From an optimization exercise on the open Yosys and OpenROAD flow, aimed at small area, a short achievable clock period and few clock cycles per item; shortcuts taken in it are not production practice. At most, simulation tests tie the RTL to the original design; equivalence was not proved. Power figures rest on the tool's default switching activity, not on a simulated workload.

// calculator
module calculator(
    input  wire        clk,
    input  wire        rst_n,
    input  wire        start,
    input  wire [1:0]  op,
    input  wire [15:0] a,
    input  wire [15:0] b,
    output wire [15:0] result,
    output reg         overflow,
    output reg         done,
    output reg         error
);
reg  [15:0] X, Y, R;
reg  [4:0]  cnt;         
reg         sel_q;       
reg         is_mul, is_div, subtr;    
wire addsub = ~(is_mul | is_div);
wire [16:0] A  = {R, Y[15] & ~is_mul};
wire [17:0] T;
pfx_add #(.W(17)) u_add (.a(A), .b({subtr, X}), .ci(subtr), .s(T[16:0]), .co(T[17]));
wire        cy = T[17];                  
wire use_t  = addsub | (is_mul ? Y[15] : cy);
wire q      = is_div & cy;
wire [16:0] cmp;
pfx_add #(.W(16)) u_cmp (.a({R[11:0], Y[15:12]}), .b(X), .ci(1'b1), .s(cmp[15:0]), .co(cmp[16]));
wire cnt_ge4 = |cnt[4:2];
wire skip = cnt_ge4 & (is_mul ? (Y[15:12] == 4'd0)
                              : (is_div & (R[15:12] == 4'd0) & ~cmp[16]));
wire [4:0] cnt_m1 = cnt - 5'd1;
  ...
Size: ~460 cells after synthesis, roughly 60 flip-flops, about 0.0043 mm² of cells after synthesis.
==> module calculator, before the edit <==
module calculator(
    input  wire        clk,
    input  wire        rst_n,
    input  wire        start,
    input  wire [1:0]  op,
    input  wire [15:0] a,
    input  wire [15:0] b,
    output wire [15:0] result,
    output reg         overflow,
    output reg         done,
    output reg         error
);
reg  [15:0] X, Y, R;
reg  [4:0]  cnt;         
reg         sel_q;       
reg         is_mul, is_div, subtr;    
wire addsub = ~(is_mul | is_div);
wire [16:0] A  = {R, Y[15] & ~is_mul};
wire [17:0] T;
pfx_add #(.W(17)) u_add (.a(A), .b({subtr, X}), .ci(subtr), .s(T[16:0]), .co(T[17]));
wire        cy = T[17];                  
wire use_t  = addsub | (is_mul ? Y[15] : cy);
wire q      = is_div & cy;
wire [16:0] cmp;
pfx_add #(.W(16)) u_cmp (.a({R[11:0], Y[15:12]}), .b(X), .ci(1'b1), .s(cmp[15:0]), .co(cmp[16]));
wire cnt_ge4 = |cnt[4:2];
wire skip = cnt_ge4 & (is_mul ? (Y[15:12] == 4'd0)
                              : (is_div & (R[15:12] == 4'd0) & ~cmp[16]));
wire [4:0] cnt_m1 = cnt - 5'd1;
wire [4:0] cnt_m4 = cnt - 5'd4;
wire last = skip ? (cnt == 5'd4) : (cnt == 5'd1);
wire busy = |cnt;
wire b_zero    = (b == 16'd0);
wire st_div    = (op == 2'b11);
wire st_addsub = ~op[1];
always @(posedge clk) begin
    if (start) begin
        X      <= op[0] ? ~b : b;
        Y      <= {st_addsub ? a[0] : a[15], a[14:0]};
        R      <= st_addsub ? {1'b0, a[15:1]} : 16'd0;
        is_mul <= (op == 2'b10);
        is_div <= st_div;
        subtr  <= op[0];
        sel_q  <= st_div & ~b_zero;
        error  <= st_div & b_zero;
        overflow <= 1'b0;
    end else begin
        if (skip) begin
            R <= {R[11:0], Y[15:12]};
            Y <= {Y[11:0], 4'd0};
        end else begin
            R <= use_t ? T[15:0] : {R[14:0], Y[15]};
            Y <= {Y[14:0], q};
        end
        if (busy) begin
            if (addsub)
                overflow <= ~(R[14] ^ X[15]) & (R[14] ^ T[15]);
            else if (is_mul)
                overflow <= overflow | R[15] | (skip ? |R[14:12] : (Y[15] & T[16]));
        end
    end
end
always @(posedge clk or negedge rst_n) begin
    if (!rst_n) begin
        cnt  <= 5'd0;
        done <= 1'b0;
    end else if (start) begin
        cnt  <= (st_div & b_zero) ? 5'd0 : (st_addsub ? 5'd1 : 5'd16);
        done <= st_div & b_zero;
    end else begin
        cnt  <= ~busy ? 5'd0 : (skip ? cnt_m4 : cnt_m1);
        done <= busy & last;
    end
end
assign result = sel_q ? Y : R;
endmodule
==> flow/config.mk <==
export PLATFORM = sky130hd
export DESIGN_NAME = calculator
export DESIGN_NICKNAME = calculator
export VERILOG_FILES = /design/flow/design.v
export SDC_FILE = /design/flow/constraint.sdc
export NUM_CORES = 4
export LEC_CHECK = 0
export ABC_CLOCK_PERIOD_IN_PS = 1500
export CAP_MARGIN = 20
export CORE_MARGIN = 2
export CORE_UTILIZATION = 40
export SETUP_SLACK_MARGIN = 1.5
export SLEW_MARGIN = 20
==> flow/constraint.sdc <==
create_clock -name core_clock -period 4.0 [get_ports {clk}]
set_input_delay 0.8000 -clock core_clock [delete_from_list [all_inputs] [get_ports {clk}]]
set_output_delay 0.8000 -clock core_clock [all_outputs]
set_load 0.01 [all_outputs]
standard.sh (not shown) runs the stock make flow with config.mk's settings and CLKGATE_MAP_FILE= SYNTH_SCRIPT=/design/flow/synth_recipe.tcl, a recipe that flattens the netlist after the stock synthesis.
==> flow/flow/run.sh <==
#!/bin/bash
# Own layout flow: the standard ORFS layout (standard.sh), with the port
# buffers that global placement inserts made plain buffers
# (sky130_fd_sc_hd__buf_1) instead of the delay cell buffer_ports picks by
# default. Every input and output port still gets its own buffer.
# Full tool output goes to flow.log in the work folder; ORFS's per-step logs
# stay under orfs/logs/.
set -euo pipefail
cd "$(dirname "$0")/.."
bash standard.sh "BUFFER_PORTS_ARGS=-buffer_cell sky130_fd_sc_hd__buf_1" finish > flow.log 2>&1
The starting point completed with no timing, DRC or antenna violations.
Testbench counts at the start, summed over its fixed seeds: cycles 19,963, ops 3,200.
==> next run, changes <==
--- a/flow/design.v
+++ b/flow/design.v
@@ -10,23 +10,23 @@
     output reg         done,
     output reg         error
 );
 reg  [15:0] X, Y, R;
+reg         sgn;         
 reg  [4:0]  cnt;         
-reg         sel_q;       
 reg         is_mul, is_div, subtr;    
+reg         en;          
 wire addsub = ~(is_mul | is_div);
-wire [16:0] A  = {R, Y[15] & ~is_mul};
+wire cin  = subtr & ~sgn;
+wire [16:0] B = {cin, X & {16{en}}};
+wire [16:0] A = {R, Y[15] & ~is_mul};
 wire [17:0] T;
-pfx_add #(.W(17)) u_add (.a(A), .b({subtr, X}), .ci(subtr), .s(T[16:0]), .co(T[17]));
-wire        cy = T[17];                  
-wire use_t  = addsub | (is_mul ? Y[15] : cy);
-wire q      = is_div & cy;
+pfx_add #(.W(17)) u_add (.a(A), .b(B), .ci(cin), .s(T[16:0]), .co(T[17]));
 wire [16:0] cmp;
 pfx_add #(.W(16)) u_cmp (.a({R[11:0], Y[15:12]}), .b(X), .ci(1'b1), .s(cmp[15:0]), .co(cmp[16]));
 wire cnt_ge4 = |cnt[4:2];
 wire skip = cnt_ge4 & (is_mul ? (Y[15:12] == 4'd0)
-                              : (is_div & (R[15:12] == 4'd0) & ~cmp[16]));
+                              : (is_div & ~sgn & (R[15:12] == 4'd0) & ~cmp[16]));
 wire [4:0] cnt_m1 = cnt - 5'd1;
 wire [4:0] cnt_m4 = cnt - 5'd4;
 wire last = skip ? (cnt == 5'd4) : (cnt == 5'd1);
 wire busy = |cnt;
@@ -35,29 +35,34 @@
 wire st_addsub = ~op[1];
 always @(posedge clk) begin
     if (start) begin
         X      <= op[0] ? ~b : b;
+        en     <= op != 2'b10 | a[15];
         Y      <= {st_addsub ? a[0] : a[15], a[14:0]};
         R      <= st_addsub ? {1'b0, a[15:1]} : 16'd0;
+        sgn    <= 1'b0;
         is_mul <= (op == 2'b10);
         is_div <= st_div;
         subtr  <= op[0];
-        sel_q  <= st_div & ~b_zero;
         error  <= st_div & b_zero;
         overflow <= 1'b0;
     end else begin
         if (skip) begin
             R <= {R[11:0], Y[15:12]};
             Y <= {Y[11:0], 4'd0};
+            en <= ~is_mul | Y[11];
         end else begin
-            R <= use_t ? T[15:0] : {R[14:0], Y[15]};
-            Y <= {Y[14:0], q};
+            R   <= T[15:0];
+            sgn <= is_div & T[16];
+            X   <= X ^ {16{is_div & (T[16] ^ sgn)}};
+            Y   <= {Y[14:0], is_div & ~T[16]};
+            en <= ~is_mul | Y[14];
         end
         if (busy) begin
             if (addsub)
                 overflow <= ~(R[14] ^ X[15]) & (R[14] ^ T[15]);
             else if (is_mul)
-                overflow <= overflow | R[15] | (skip ? |R[14:12] : (Y[15] & T[16]));
+                overflow <= overflow | R[15] | (skip ? |R[14:12] : T[16]);
         end
     end
 end
 always @(posedge clk or negedge rst_n) begin
@@ -71,9 +76,9 @@
         cnt  <= ~busy ? 5'd0 : (skip ? cnt_m4 : cnt_m1);
         done <= busy & last;
     end
 end
-assign result = sel_q ? Y : R;
+assign result = (is_div & ~error) ? Y : R;
 endmodule
 module pfx_add #(parameter W = 16) (
     input  wire [W-1:0] a,
     input  wire [W-1:0] b,
The new run completed with no timing, DRC or antenna violations.
Flip-flop and latch count rose by 1.
Synthesized area rose by 6.2%.
Setup slack is worse by 0.32 ns.
Cell area rose by 17%.
Clock skew fell by 0.0051 ns.
Final cell count rose by 12%.
Die area rose by 6.0%.
Maximum frequency fell by 11%.
Critical path depth rose by 1.
Clock-buffer cell count fell by 1.
Hold slack is better by 0.014 ns.
Combinational power rose by 79%.
Core utilization rose by 5.5 points.
For the second run of this note, only the layout was checked, not whether the RTL still works.

The RTL this note starts from:
==> flow/design.v <==
module calculator(
    input  wire        clk,
    input  wire        rst_n,
    input  wire        start,
    input  wire [1:0]  op,
    input  wire [15:0] a,
    input  wire [15:0] b,
    output wire [15:0] result,
    output reg         overflow,
    output reg         done,
    output wire        error
);
reg  [15:0] X, Y, R;
reg  [4:0]  cnt;         
reg  [1:0]  opr;         
reg         sel_q;       
wire is_mul = (opr == 2'b10);
wire is_div = (opr == 2'b11);
wire subtr  = opr[0];
wire addsub = ~opr[1];
wire [16:0] A = {R, Y[15] & ~is_mul};
wire [17:0] T;
pfx_add #(.W(17)) u_add (.a(A), .b({subtr, X}), .ci(subtr), .s(T[16:0]), .co(T[17]));
wire        cy = T[17];                  
wire [15:0] v = {R[11:0], Y[15:12]};
wire [15:0] top_x;
genvar gi;
generate
    for (gi = 0; gi < 16; gi = gi + 1) begin : tx
        if (gi == 15) begin : t
            assign top_x[gi] = 1'b1;
        end else begin : n
            assign top_x[gi] = &X[15:gi+1];
        end
    end
endgenerate
wire cnt_ge4  = |cnt[4:2];
wire skip_mul = cnt_ge4 & is_mul & (Y[15:12] == 4'd0);
wire skip_div = cnt_ge4 & is_div & (R[15:12] == 4'd0) & ~|(v & top_x);
wire skip     = skip_mul | skip_div;
wire use_t = addsub | (is_mul & Y[15]) | (is_div & cy);
wire q     = is_div & cy;
wire [4:0] cnt_m1 = cnt - 5'd1;
wire [4:0] cnt_m4 = cnt - 5'd4;
wire last = skip ? (cnt == 5'd4) : (cnt == 5'd1);
wire busy = |cnt;
wire b_zero    = (b == 16'd0);
wire st_div    = (op == 2'b11);
wire st_addsub = ~op[1];
wire ov_as  = busy & addsub;
wire ov_m   = busy & is_mul;
wire a15    = R[14];
wire ov_next = (overflow & ~ov_as)
             | (ov_m & (R[15] | (skip_mul & |R[14:12])))
             | (ov_m & ~skip_mul & Y[15] & T[16])
             | (ov_as & (a15 == X[15]) & (T[15] ^ a15));
always @(posedge clk) begin
    opr <= op;
    if (start) begin
        X      <= op[0] ? ~b : b;
        Y      <= {st_addsub ? a[0] : a[15], a[14:0]};
        R      <= st_addsub ? {1'b0, a[15:1]} : 16'd0;
        sel_q  <= st_div & ~b_zero;
        overflow <= 1'b0;
    end else begin
        if (skip) begin
            R <= {R[11:0], Y[15:12]};
            Y <= {Y[11:0], 4'd0};
        end else begin
            R <= use_t ? T[15:0] : {R[14:0], Y[15]};
            Y <= {Y[14:0], q};
        end
        overflow <= ov_next;
    end
end
always @(posedge clk or negedge rst_n) begin
    if (!rst_n) begin
        cnt  <= 5'd0;
        done <= 1'b0;
    end else if (start) begin
        cnt  <= (st_div & b_zero) ? 5'd0 : (st_addsub ? 5'd1 : 5'd16);
        done <= st_div & b_zero;
    end else begin
        cnt  <= ~busy ? 5'd0 : (skip ? cnt_m4 : cnt_m1);
        done <= busy & last;
    end
end
assign result = sel_q ? Y : R;
assign error  = is_div & ~sel_q;         
endmodule
module pfx_add #(parameter W = 16) (
    input  wire [W-1:0] a,
    input  wire [W-1:0] b,
    input  wire         ci,
    output wire [W-1:0] s,
    output wire         co
);
    wire [W:0] g [0:5];
    wire [W:0] p [0:5];
    assign g[0] = {a & b, ci};
    assign p[0] = {a ^ b, 1'b0};
    genvar l, i;
    generate
        for (l = 0; l < 5; l = l + 1) begin : lvl
            for (i = 0; i <= W; i = i + 1) begin : bt
                if (i >= (1 << l)) begin : mg
                    assign g[l+1][i] = g[l][i] | (p[l][i] & g[l][i - (1 << l)]);
                    assign p[l+1][i] = p[l][i] & p[l][i - (1 << l)];
                end else begin : cp
                    assign g[l+1][i] = g[l][i];
                    assign p[l+1][i] = p[l][i];
                end
            end
        end
    endgenerate
    assign s  = p[0][W:1] ^ g[5][W-1:0];
    assign co = g[5][W];
endmodule
Settings: LEC_CHECK=0, ABC_AREA=1, CAP_MARGIN=20, CORE_MARGIN=2, CORE_UTILIZATION=50, SETUP_SLACK_MARGIN=1.6, SLEW_MARGIN=20, TNS_END_PERCENT=10; clock period 4.0 ns.
Scripts as last shown in full above: flow/flow/run.sh
Change:
--- a/flow/design.v
+++ b/flow/design.v
@@ -9,5 +9,5 @@
     output reg         overflow,
     output reg         done,
-    output wire        error
+    output reg         error
 );
 reg  [15:0] X, Y, R;
@@ -61,4 +61,5 @@
         Y      <= {st_addsub ? a[0] : a[15], a[14:0]};
         R      <= st_addsub ? {1'b0, a[15:1]} : 16'd0;
+        error  <= st_div & b_zero;
         sel_q  <= st_div & ~b_zero;
         overflow <= 1'b0;
@@ -87,5 +88,4 @@
 end
 assign result = sel_q ? Y : R;
-assign error  = is_div & ~sel_q;         
 endmodule
 module pfx_add #(parameter W = 16) (
Synthesized area goes down by 1.1%.
Hold slack gains 0.015 ns.
Maximum frequency goes up by 5.6%.
Power goes down by about 3.7%.
Wire length goes down by about 3.3%.
Non-clock buffer count goes up by 1.
Clock-buffer cell count goes down by 1.
Setup slack gains 0.13 ns.
Cell area goes down by 0.96%.
Flip-flop and latch count goes up by 1.
Testbench counts after the change, summed over its fixed seeds: cycles 20,242, ops 3,200.
No functional check of the RTL was part of the first run of this note.

what the ideal ports hide:
No port has a modelled driver above. Below, the same layouts with a new extraction and two added sets of constraints. Step 1 sets driving cells, clkbuf_16 on the clock port and buf_2 on the other inputs (assumed; they add their load-dependent delay and slew). Step 2 moves the port delays by t, midway between the first and last clock arrival at a register: inputs arrive t later, outputs are due t later. That takes back most of the time a late clock gives input paths. a / b / c = ideal / step 1 / step 2; a / b = the first two.
| run | t (ns) | slack for setup (ns) | worst register clock-pin slew, ns |
|---|---|---|---|
| the first run of note 1 | 0.373 | 1.362 / 1.362 / 1.362 | 0.08 / 0.08 |
| the second run of note 1 | 0.371 | 1.038 / 1.038 / 1.038 | 0.06 / 0.06 |
| the first run of note 2 | 0.378 | 1.643 / 1.644 / 1.559 | 0.08 / 0.08 |
| the second run of note 2 | 0.367 | 1.769 / 1.757 / 1.580 | 0.07 / 0.07 |
After both steps setup and hold are still met in every run listed. For the second run of note 2, which loses most, drivers alone change the setup slack by -0.012 ns; drivers and shift together by -0.189 ns.
